This design comes from an exercise in tuning for small area and a short achievable clock period on the open sky130 flow, not from production work.
Power is estimated from default activity; no workload was simulated.

==> v12: inputs <==
// DSP
module DSP(A,B,C,D,CLK,CARRYIN,OPMODE,BCIN,RSTA,RSTB,RSTM,RSTP,RSTC,RSTD,RSTCARRYIN,RSTOPMODE,
          CEA,CEB,CEM,CEP,CEC,CED,CECARRYIN,CEOPMODE,PCIN,BCOUT,PCOUT,P,M,CARRYOUT,CARRYOUTF);
clock: 8.0 ns
lec_check: 0
cap_margin: 20
core_margin: 2
core_utilization: 55
setup_slack_margin: 4.2
slew_margin: 20
synth_hierarchical: 1
synth_minimum_keep_size: 0
standard.sh (not shown) runs the stock make flow with config.mk's settings and CLKGATE_MAP_FILE= SYNTH_SCRIPT=/design/flow/synth_recipe.tcl, a recipe that flattens the netlist after the stock synthesis.
==> flow/flow/run.sh <==
#!/bin/bash
# Standard layout with two changes: the port buffers are plain buf_1 cells
# instead of the default delay buffers, and ABC maps for a lighter load, so
# that it picks the smaller cell sizes and leaves sizing to the resizer.
export BUFFER_PORTS_ARGS="-buffer_cell sky130_fd_sc_hd__buf_1"
bash standard.sh ABC_LOAD_IN_FF=1 finish > standard.log 2>&1
==> inputs of v32, as changes to v12 <==
--- a/flow/design.v
+++ b/flow/design.v
@@ -2017,78 +2017,34 @@
     assign ma_s_21 = ma_p_22 ^ ma_g5_21;
     assign ma_s_22 = ma_p_23 ^ ma_g5_22;
     assign ma_s_23 = ma_p_24 ^ ma_g5_23;
     assign ma_s_24 = ma_p_25 ^ ma_g5_24;
     assign ma_s_25 = ma_p_26 ^ ma_g5_25;
     assign ma_s_26 = ma_p_27 ^ ma_g5_26;
     assign ma_s_27 = ma_p_28 ^ ma_g5_27;
     wire [35:0] msum = {ma_s_27, ma_s_26, ma_s_25, ma_s_24, ma_s_23, ma_s_22, ma_s_21, ma_s_20, ma_s_19, ma_s_18, ma_s_17, ma_s_16, ma_s_15, ma_s_14, ma_s_13, ma_s_12, ma_s_11, ma_s_10, ma_s_9, ma_s_8, ma_s_7, ma_s_6, ma_s_5, ma_s_4, ma_s_3, ma_s_2, ma_s_1, ma_s_0, MS_r[7], MS_r[6], MS_r[5], MS_r[4], MS_r[3], MS_r[2], MS_r[1], MS_r[0]};
-    assign mprod = ~msum;
+    wire [35:0] mraw = ~msum;
+    assign mprod = mraw & {36{~M_z}};
     assign M = mprod;
-    reg [47:0] X, Zr;
+    reg [47:0] X, Z;
     always @(*) begin
         case (OP_r[1:0])
         2'd0: X = 48'd0;
-        2'd1: X = {{12{mprod[35]}}, mprod};
+        2'd1: X = M_z ? 48'd0 : {{12{mraw[35]}}, mraw};
         2'd2: X = P_r;
         default: X = {D_r[11:0], (A_r & {18{~A_z}}), B_r};
         endcase
-        Zr = (OP_r[3:2] == 2'd2) ? P_r : (OP_r[3:2] == 2'd3) ? (C_r & {48{~C_z}}) : 48'd0;
+        case (OP_r[3:2])
+        2'd0: Z = 48'd0;
+        2'd1: Z = PCIN;
+        2'd2: Z = P_r;
+        default: Z = (C_r & {48{~C_z}});
+        endcase
     end
-    wire [47:0] Z;
-    wire zpc = (OP_r[3:2] == 2'd1);
-    dsp_ao21 u_z0 (.a(PCIN[0]), .s(zpc), .r(Zr[0]), .y(Z[0]));
-    dsp_ao21 u_z1 (.a(PCIN[1]), .s(zpc), .r(Zr[1]), .y(Z[1]));
-    dsp_ao21 u_z2 (.a(PCIN[2]), .s(zpc), .r(Zr[2]), .y(Z[2]));
-    dsp_ao21 u_z3 (.a(PCIN[3]), .s(zpc), .r(Zr[3]), .y(Z[3]));
-    dsp_ao21 u_z4 (.a(PCIN[4]), .s(zpc), .r(Zr[4]), .y(Z[4]));
-    dsp_ao21 u_z5 (.a(PCIN[5]), .s(zpc), .r(Zr[5]), .y(Z[5]));
-    dsp_ao21 u_z6 (.a(PCIN[6]), .s(zpc), .r(Zr[6]), .y(Z[6]));
-    dsp_ao21 u_z7 (.a(PCIN[7]), .s(zpc), .r(Zr[7]), .y(Z[7]));
-    dsp_ao21 u_z8 (.a(PCIN[8]), .s(zpc), .r(Zr[8]), .y(Z[8]));
-    dsp_ao21 u_z9 (.a(PCIN[9]), .s(zpc), .r(Zr[9]), .y(Z[9]));
-    dsp_ao21 u_z10 (.a(PCIN[10]), .s(zpc), .r(Zr[10]), .y(Z[10]));
-    dsp_ao21 u_z11 (.a(PCIN[11]), .s(zpc), .r(Zr[11]), .y(Z[11]));
-    dsp_ao21 u_z12 (.a(PCIN[12]), .s(zpc), .r(Zr[12]), .y(Z[12]));
-    dsp_ao21 u_z13 (.a(PCIN[13]), .s(zpc), .r(Zr[13]), .y(Z[13]));
-    dsp_ao21 u_z14 (.a(PCIN[14]), .s(zpc), .r(Zr[14]), .y(Z[14]));
-    dsp_ao21 u_z15 (.a(PCIN[15]), .s(zpc), .r(Zr[15]), .y(Z[15]));
-    dsp_ao21 u_z16 (.a(PCIN[16]), .s(zpc), .r(Zr[16]), .y(Z[16]));
-    dsp_ao21 u_z17 (.a(PCIN[17]), .s(zpc), .r(Zr[17]), .y(Z[17]));
-    dsp_ao21 u_z18 (.a(PCIN[18]), .s(zpc), .r(Zr[18]), .y(Z[18]));
-    dsp_ao21 u_z19 (.a(PCIN[19]), .s(zpc), .r(Zr[19]), .y(Z[19]));
-    dsp_ao21 u_z20 (.a(PCIN[20]), .s(zpc), .r(Zr[20]), .y(Z[20]));
-    dsp_ao21 u_z21 (.a(PCIN[21]), .s(zpc), .r(Zr[21]), .y(Z[21]));
-    dsp_ao21 u_z22 (.a(PCIN[22]), .s(zpc), .r(Zr[22]), .y(Z[22]));
-    dsp_ao21 u_z23 (.a(PCIN[23]), .s(zpc), .r(Zr[23]), .y(Z[23]));
-    dsp_ao21 u_z24 (.a(PCIN[24]), .s(zpc), .r(Zr[24]), .y(Z[24]));
-    dsp_ao21 u_z25 (.a(PCIN[25]), .s(zpc), .r(Zr[25]), .y(Z[25]));
-    dsp_ao21 u_z26 (.a(PCIN[26]), .s(zpc), .r(Zr[26]), .y(Z[26]));
-    dsp_ao21 u_z27 (.a(PCIN[27]), .s(zpc), .r(Zr[27]), .y(Z[27]));
-    dsp_ao21 u_z28 (.a(PCIN[28]), .s(zpc), .r(Zr[28]), .y(Z[28]));
-    dsp_ao21 u_z29 (.a(PCIN[29]), .s(zpc), .r(Zr[29]), .y(Z[29]));
-    dsp_ao21 u_z30 (.a(PCIN[30]), .s(zpc), .r(Zr[30]), .y(Z[30]));
-    dsp_ao21 u_z31 (.a(PCIN[31]), .s(zpc), .r(Zr[31]), .y(Z[31]));
-    dsp_ao21 u_z32 (.a(PCIN[32]), .s(zpc), .r(Zr[32]), .y(Z[32]));
-    dsp_ao21 u_z33 (.a(PCIN[33]), .s(zpc), .r(Zr[33]), .y(Z[33]));
-    dsp_ao21 u_z34 (.a(PCIN[34]), .s(zpc), .r(Zr[34]), .y(Z[34]));
-    dsp_ao21 u_z35 (.a(PCIN[35]), .s(zpc), .r(Zr[35]), .y(Z[35]));
-    dsp_ao21 u_z36 (.a(PCIN[36]), .s(zpc), .r(Zr[36]), .y(Z[36]));
-    dsp_ao21 u_z37 (.a(PCIN[37]), .s(zpc), .r(Zr[37]), .y(Z[37]));
-    dsp_ao21 u_z38 (.a(PCIN[38]), .s(zpc), .r(Zr[38]), .y(Z[38]));
-    dsp_ao21 u_z39 (.a(PCIN[39]), .s(zpc), .r(Zr[39]), .y(Z[39]));
-    dsp_ao21 u_z40 (.a(PCIN[40]), .s(zpc), .r(Zr[40]), .y(Z[40]));
-    dsp_ao21 u_z41 (.a(PCIN[41]), .s(zpc), .r(Zr[41]), .y(Z[41]));
-    dsp_ao21 u_z42 (.a(PCIN[42]), .s(zpc), .r(Zr[42]), .y(Z[42]));
-    dsp_ao21 u_z43 (.a(PCIN[43]), .s(zpc), .r(Zr[43]), .y(Z[43]));
-    dsp_ao21 u_z44 (.a(PCIN[44]), .s(zpc), .r(Zr[44]), .y(Z[44]));
-    dsp_ao21 u_z45 (.a(PCIN[45]), .s(zpc), .r(Zr[45]), .y(Z[45]));
-    dsp_ao21 u_z46 (.a(PCIN[46]), .s(zpc), .r(Zr[46]), .y(Z[46]));
-    dsp_ao21 u_z47 (.a(PCIN[47]), .s(zpc), .r(Zr[47]), .y(Z[47]));
     wire sub = OP_r[7];
     wire [47:0] Zs = Z ^ {48{sub}};
     wire pp_gn0_0;
     wire pp_gn0_1;
     wire pp_tn0_1;
     wire pp_p_1;
     wire pp_gn0_2;
     wire pp_tn0_2;
@@ -2900,33 +2856,28 @@
     always @(posedge CLK) begin
         if (RSTD) D_r <= 18'd0; else if (CED) D_r <= D;
         if (RSTC) C_z <= 1'b1; else if (CEC) C_z <= 1'b0;
         if (CEC) C_r <= C;
         if (RSTOPMODE) OP_r <= 8'd0; else if (CEOPMODE) OP_r <= OPMODE;
         if (RSTA) A_z <= 1'b1; else if (CEA) A_z <= 1'b0;
         if (CEA) A_r <= A;
         if (RSTB) B_r <= 18'd0; else if (CEB) B_r <= B_n;
-        if (RSTM | (CEM & A_z)) begin MS_r <= {35{1'b1}}; MC_r <= {27{1'b1}}; end
-        else if (CEM) begin MS_r <= row0; MC_r <= row1; end
+        if (RSTM | (CEM & A_z)) M_z <= 1'b1; else if (CEM) M_z <= 1'b0;
+        if (CEM) begin MS_r <= row0; MC_r <= row1; end
         if (RSTCARRYIN) begin CYI_r <= 1'b0; CYO_r <= 1'b0; end
         else if (CECARRYIN) begin CYI_r <= OP_r[5]; CYO_r <= cout; end
         if (RSTP) P_r <= 48'd0; else if (CEP) P_r <= psum;
     end
     assign P = P_r;
     assign PCOUT = P_r;
     assign BCOUT = B_r;
     assign CARRYOUT = CYO_r;
     assign CARRYOUTF = CYO_r;
 endmodule
-module dsp_ao21(a, s, r, y);
-    input a, s, r;
-    output y;
-    assign y = (a & s) | r;
-endmodule
 module dsp_faf(a, b, c, s, co);
     input a, b, c;
     output s, co;
     wire t;
     dsp_xor u1 (.a(a), .b(b), .y(t));
     dsp_xor u2 (.a(t), .b(c), .y(s));
     dsp_maj u3 (.a(a), .b(b), .c(c), .y(co));
 endmodule
==> flow/config.mk (replaced) <==
export PLATFORM = sky130hd
export DESIGN_NAME = DSP
export DESIGN_NICKNAME = DSP
export VERILOG_FILES = /design/flow/design.v
export SDC_FILE = /design/flow/constraint.sdc
export NUM_CORES = 4
export LEC_CHECK = 0
export CAP_MARGIN = 20
export CORE_MARGIN = 2
export CORE_UTILIZATION = 55
export CTS_BUF_LIST = sky130_fd_sc_hd__clkbuf_8
export SETUP_SLACK_MARGIN = 3.9
export SLEW_MARGIN = 20
export SYNTH_HIERARCHICAL = 1
export SYNTH_MINIMUM_KEEP_SIZE = 0
==> results.toml <==
[status]
status = "no timing/DRC/antenna violations"

[sta]
whs_ns = 0.5039

[worst_setup_path]
critical-path-slowest-cell = "edfxtp_1"
crit_end = "M[17]"
data_arrival_time_of_the_critical_path_ns = 2.57
crit_path_cell_trace = "nor2_4 -> o21ai_4 -> a21oi_2 -> o21ai_4 -> a21oi_4 -> xor2_2 -> nor2b_4 -> buf_1"

[drt]
topRoutingLayerUsed = "met4"
detailroute.via_count = 21200
wl_met3_um = 6226

[logic_synthesis]
synth_xor_area_share_pct = 15.02

[cells_and_area]
seq_cell_count = 225

[place]
detailedPlacementHpwl_um = 58410
Source of the figures above: v32

==> results.toml <==
[status]
status = "no timing/DRC/antenna violations"

[cells_and_area]
seq_cell_count = 224

[sta]
whs_ns = 0.5081

[worst_setup_path]
critical-path-slowest-cell = "dfxtp_4"
crit_path_cell_trace = "nor2_4 -> o21ai_4 -> a21oi_2 -> buf_4 -> o21ai_4 -> a21oi_2 -> o21ai_4 -> xnor2_4 -> buf_6"
data_arrival_time_of_the_critical_path_ns = 2.47
crit_end = "M[30]"

[drt]
wl_met3_um = 6685

[place]
detailedPlacementHpwl_um = 57830

[logic_synthesis]
synth_xor_area_share_pct = 15.77
Source of the figures above: v12

No functional check of the RTL was part of any run of this note.

---

==> v35 <==
DSP, a different RTL version from the one above (not shown whole).
==> flow/config.mk <==
export PLATFORM = sky130hd
export DESIGN_NAME = DSP
export DESIGN_NICKNAME = DSP
export VERILOG_FILES = /design/flow/design.v
export SDC_FILE = /design/flow/constraint.sdc
export NUM_CORES = 4
export LEC_CHECK = 0
export CAP_MARGIN = 20
export CORE_MARGIN = 2
export CORE_UTILIZATION = 55
export SETUP_SLACK_MARGIN = 4.0
export SLEW_MARGIN = 20
export SYNTH_HIERARCHICAL = 1
export SYNTH_MINIMUM_KEEP_SIZE = 0
==> flow/constraint.sdc <==
create_clock -name core_clock -period 8.0 [get_ports {CLK}]
set_input_delay 1.6000 -clock core_clock [delete_from_list [all_inputs] [get_ports {CLK}]]
set_output_delay 1.6000 -clock core_clock [all_outputs]
set_load 0.01 [all_outputs]
Scripts as last shown in full above: flow/flow/run.sh
==> v3: changes against v35 <==
--- a/flow/design.v
+++ b/flow/design.v
@@ -9,12 +9,11 @@
     output [17:0] BCOUT;
     output [35:0] M;
     output [47:0] P,PCOUT;
     reg [17:0] D_r, A_r, B_r;
     reg [47:0] C_r, P_r;
-    reg [7:4]  OP_r;
-    reg [2:0]  XS_r, ZS_r;
+    reg [7:0]  OP_r;
     reg        CYI_r, CYO_r;
     reg        A_z, C_z, M_z;    
     reg [34:0] MS_r;    
     reg [26:0] MC_r;    
     wire [17:0] Dx = D_r ^ {18{OP_r[6]}};
@@ -2021,15 +2020,28 @@
     assign ma_s_24 = ma_p_25 ^ ma_g5_24;
     assign ma_s_25 = ma_p_26 ^ ma_g5_25;
     assign ma_s_26 = ma_p_27 ^ ma_g5_26;
     assign ma_s_27 = ma_p_28 ^ ma_g5_27;
     wire [35:0] msum = {ma_s_27, ma_s_26, ma_s_25, ma_s_24, ma_s_23, ma_s_22, ma_s_21, ma_s_20, ma_s_19, ma_s_18, ma_s_17, ma_s_16, ma_s_15, ma_s_14, ma_s_13, ma_s_12, ma_s_11, ma_s_10, ma_s_9, ma_s_8, ma_s_7, ma_s_6, ma_s_5, ma_s_4, ma_s_3, ma_s_2, ma_s_1, ma_s_0, MS_r[7], MS_r[6], MS_r[5], MS_r[4], MS_r[3], MS_r[2], MS_r[1], MS_r[0]};
-    assign mprod = ~msum;
+    wire [35:0] mraw = ~msum;
+    assign mprod = mraw & {36{~M_z}};
     assign M = mprod;
-    wire [47:0] X = ({48{XS_r[0]}} & {{12{mprod[35]}}, mprod}) | ({48{XS_r[1]}} & P_r) |
-                    ({48{XS_r[2]}} & {D_r[11:0], (A_r & {18{~A_z}}), B_r});
-    wire [47:0] Z = ({48{ZS_r[0]}} & PCIN) | ({48{ZS_r[1]}} & P_r) | ({48{ZS_r[2]}} & (C_r & {48{~C_z}}));
+    reg [47:0] X, Z;
+    always @(*) begin
+        case (OP_r[1:0])
+        2'd0: X = 48'd0;
+        2'd1: X = M_z ? 48'd0 : {{12{mraw[35]}}, mraw};
+        2'd2: X = P_r;
+        default: X = {D_r[11:0], (A_r & {18{~A_z}}), B_r};
+        endcase
+        case (OP_r[3:2])
+        2'd0: Z = 48'd0;
+        2'd1: Z = PCIN;
+        2'd2: Z = P_r;
+        default: Z = (C_r & {48{~C_z}});
+        endcase
+    end
     wire sub = OP_r[7];
     wire [47:0] Zs = Z ^ {48{sub}};
     wire pp_gn0_0;
     wire pp_gn0_1;
     wire pp_tn0_1;
@@ -2843,21 +2855,16 @@
     wire cout = pp_g7_48;
     always @(posedge CLK) begin
         if (RSTD) D_r <= 18'd0; else if (CED) D_r <= D;
         if (RSTC) C_z <= 1'b1; else if (CEC) C_z <= 1'b0;
         if (CEC) C_r <= C;
-        if (RSTOPMODE) begin OP_r <= 4'd0; XS_r <= 3'd0; ZS_r <= 3'd0; end
-        else if (CEOPMODE) begin
-            OP_r <= OPMODE[7:4];
-            XS_r <= {OPMODE[1:0] == 2'd3, OPMODE[1:0] == 2'd2, OPMODE[1:0] == 2'd1};
-            ZS_r <= {OPMODE[3:2] == 2'd3, OPMODE[3:2] == 2'd2, OPMODE[3:2] == 2'd1};
-        end
+        if (RSTOPMODE) OP_r <= 8'd0; else if (CEOPMODE) OP_r <= OPMODE;
         if (RSTA) A_z <= 1'b1; else if (CEA) A_z <= 1'b0;
         if (CEA) A_r <= A;
         if (RSTB) B_r <= 18'd0; else if (CEB) B_r <= B_n;
-        if (RSTM | (CEM & A_z)) begin MS_r <= {35{1'b1}}; MC_r <= {27{1'b1}}; end
-        else if (CEM) begin MS_r <= row0; MC_r <= row1; end
+        if (RSTM | (CEM & A_z)) M_z <= 1'b1; else if (CEM) M_z <= 1'b0;
+        if (CEM) begin MS_r <= row0; MC_r <= row1; end
         if (RSTCARRYIN) begin CYI_r <= 1'b0; CYO_r <= 1'b0; end
         else if (CECARRYIN) begin CYI_r <= OP_r[5]; CYO_r <= cout; end
         if (RSTP) P_r <= 48'd0; else if (CEP) P_r <= psum;
     end
     assign P = P_r;
Settings changed: SETUP_SLACK_MARGIN 4.0 to 3.9.
==> comparison <==
- In clock power, v35 and v3 hardly differ.
- Between v35 and v3, the lower synthesized area is in v3 (gap about 0.8%, measured against v3).
- Sequential share of layout area: v35 is lower than v3 (2.6 points).
- Flip-flop and latch count: v3 is lower than v35 (1).
- Against v3, the clock skew of v35 is lower by 0.0068 ns.
- Count of clock-buffer cells in the layout: v3 is lower than v35 (6).
- Of v35 and v3, v35 has the higher cell count (gap 4.4%, measured against v3).
- Of v3 and v35, v35 has the higher global-route usage (gap 1.6 points).
- Fmax: v35 is higher than v3 (4.1%).
==> figures <==
|  | v3 | v35 |
|---|---|---|
| Status | finished clean | finished clean |
| Post-CTS Setup Inserts | 25 | 71 |
| Uppermost metal layer occupied by signal nets | met4 | met5 |
| Largest voltage drop on the vdd net | 0.2044 mV | 0.1719 mV |
| Flip-flop and latch count after synthesis | 225 | 226 |
| Terminus of the critical flop-to-flop path | MS_r[19] | P_r[44] |
| Clock insertion delay at the later pin of the skew report | 0.59 ns | 0.62 ns |
| Average wire per standard cell | 23.17 um | 23.20 um |
| DR WL met3 | 5.938 mm | 9.772 mm |
| Worst slew margin | 28.43% | 27.15% |
| Die extent in x | 208.9 um | 209.7 um |
| Number of buffers created by CTS | 28 | 30 |
| Clock network power share | 22.2% | 26.3% |
| Count of flip-flops and latches | 225 | 226 |
| Number of detailed-routing iterations run before antenna repair | 6 | 8 |
| Number of distinct library cell variants in the gate-level netlist after synthesis | 46 | 47 |
| Overall power after layout | 0.006234 W | 0.005315 W |
| Dominant synthesized flop cell | edfxtp_1 | dfxtp_1 |
| Mean instance size in the synthesized netlist | 8.582 um2 | 8.256 um2 |
No run of this note included a check of the RTL's function; only the layout flow was run.

afterwards: timing with drivers on the ports:
In the flow no input, the clock included, has a driving cell. The finished layouts below were timed again as built, in two steps.
Step 1 (the two cells are an assumption about what drives the block):
set clk [get_ports {CLK}]
set_driving_cell -lib_cell sky130_fd_sc_hd__clkbuf_16 $clk
set_driving_cell -lib_cell sky130_fd_sc_hd__buf_2 [delete_from_list [all_inputs] $clk]
Step 2 also shifts input and output timing later by t, the mid clock arrival at the registers, as if the neighbouring blocks saw the same clock.
Slacks: ideal ports / drivers / drivers and shift; pairs: ideal ports / drivers.
run	t (ns)	slack for setup (ns)	worst data-port slew with drivers (ns)	pins driven straight from the clock port
v12	0.637	3.930 / 3.871 / 3.758	0.10	1
v32	0.664	3.827 / 3.770 / 3.610	0.08	1
v35	0.665	4.009 / 3.948 / 3.520	0.10	1
v3	0.635	3.845 / 3.788 / 3.603	0.08	1
After both steps setup and hold are still met in every run listed. For v35, which loses most, drivers alone change the setup slack by -0.061 ns; drivers and shift together by -0.489 ns.
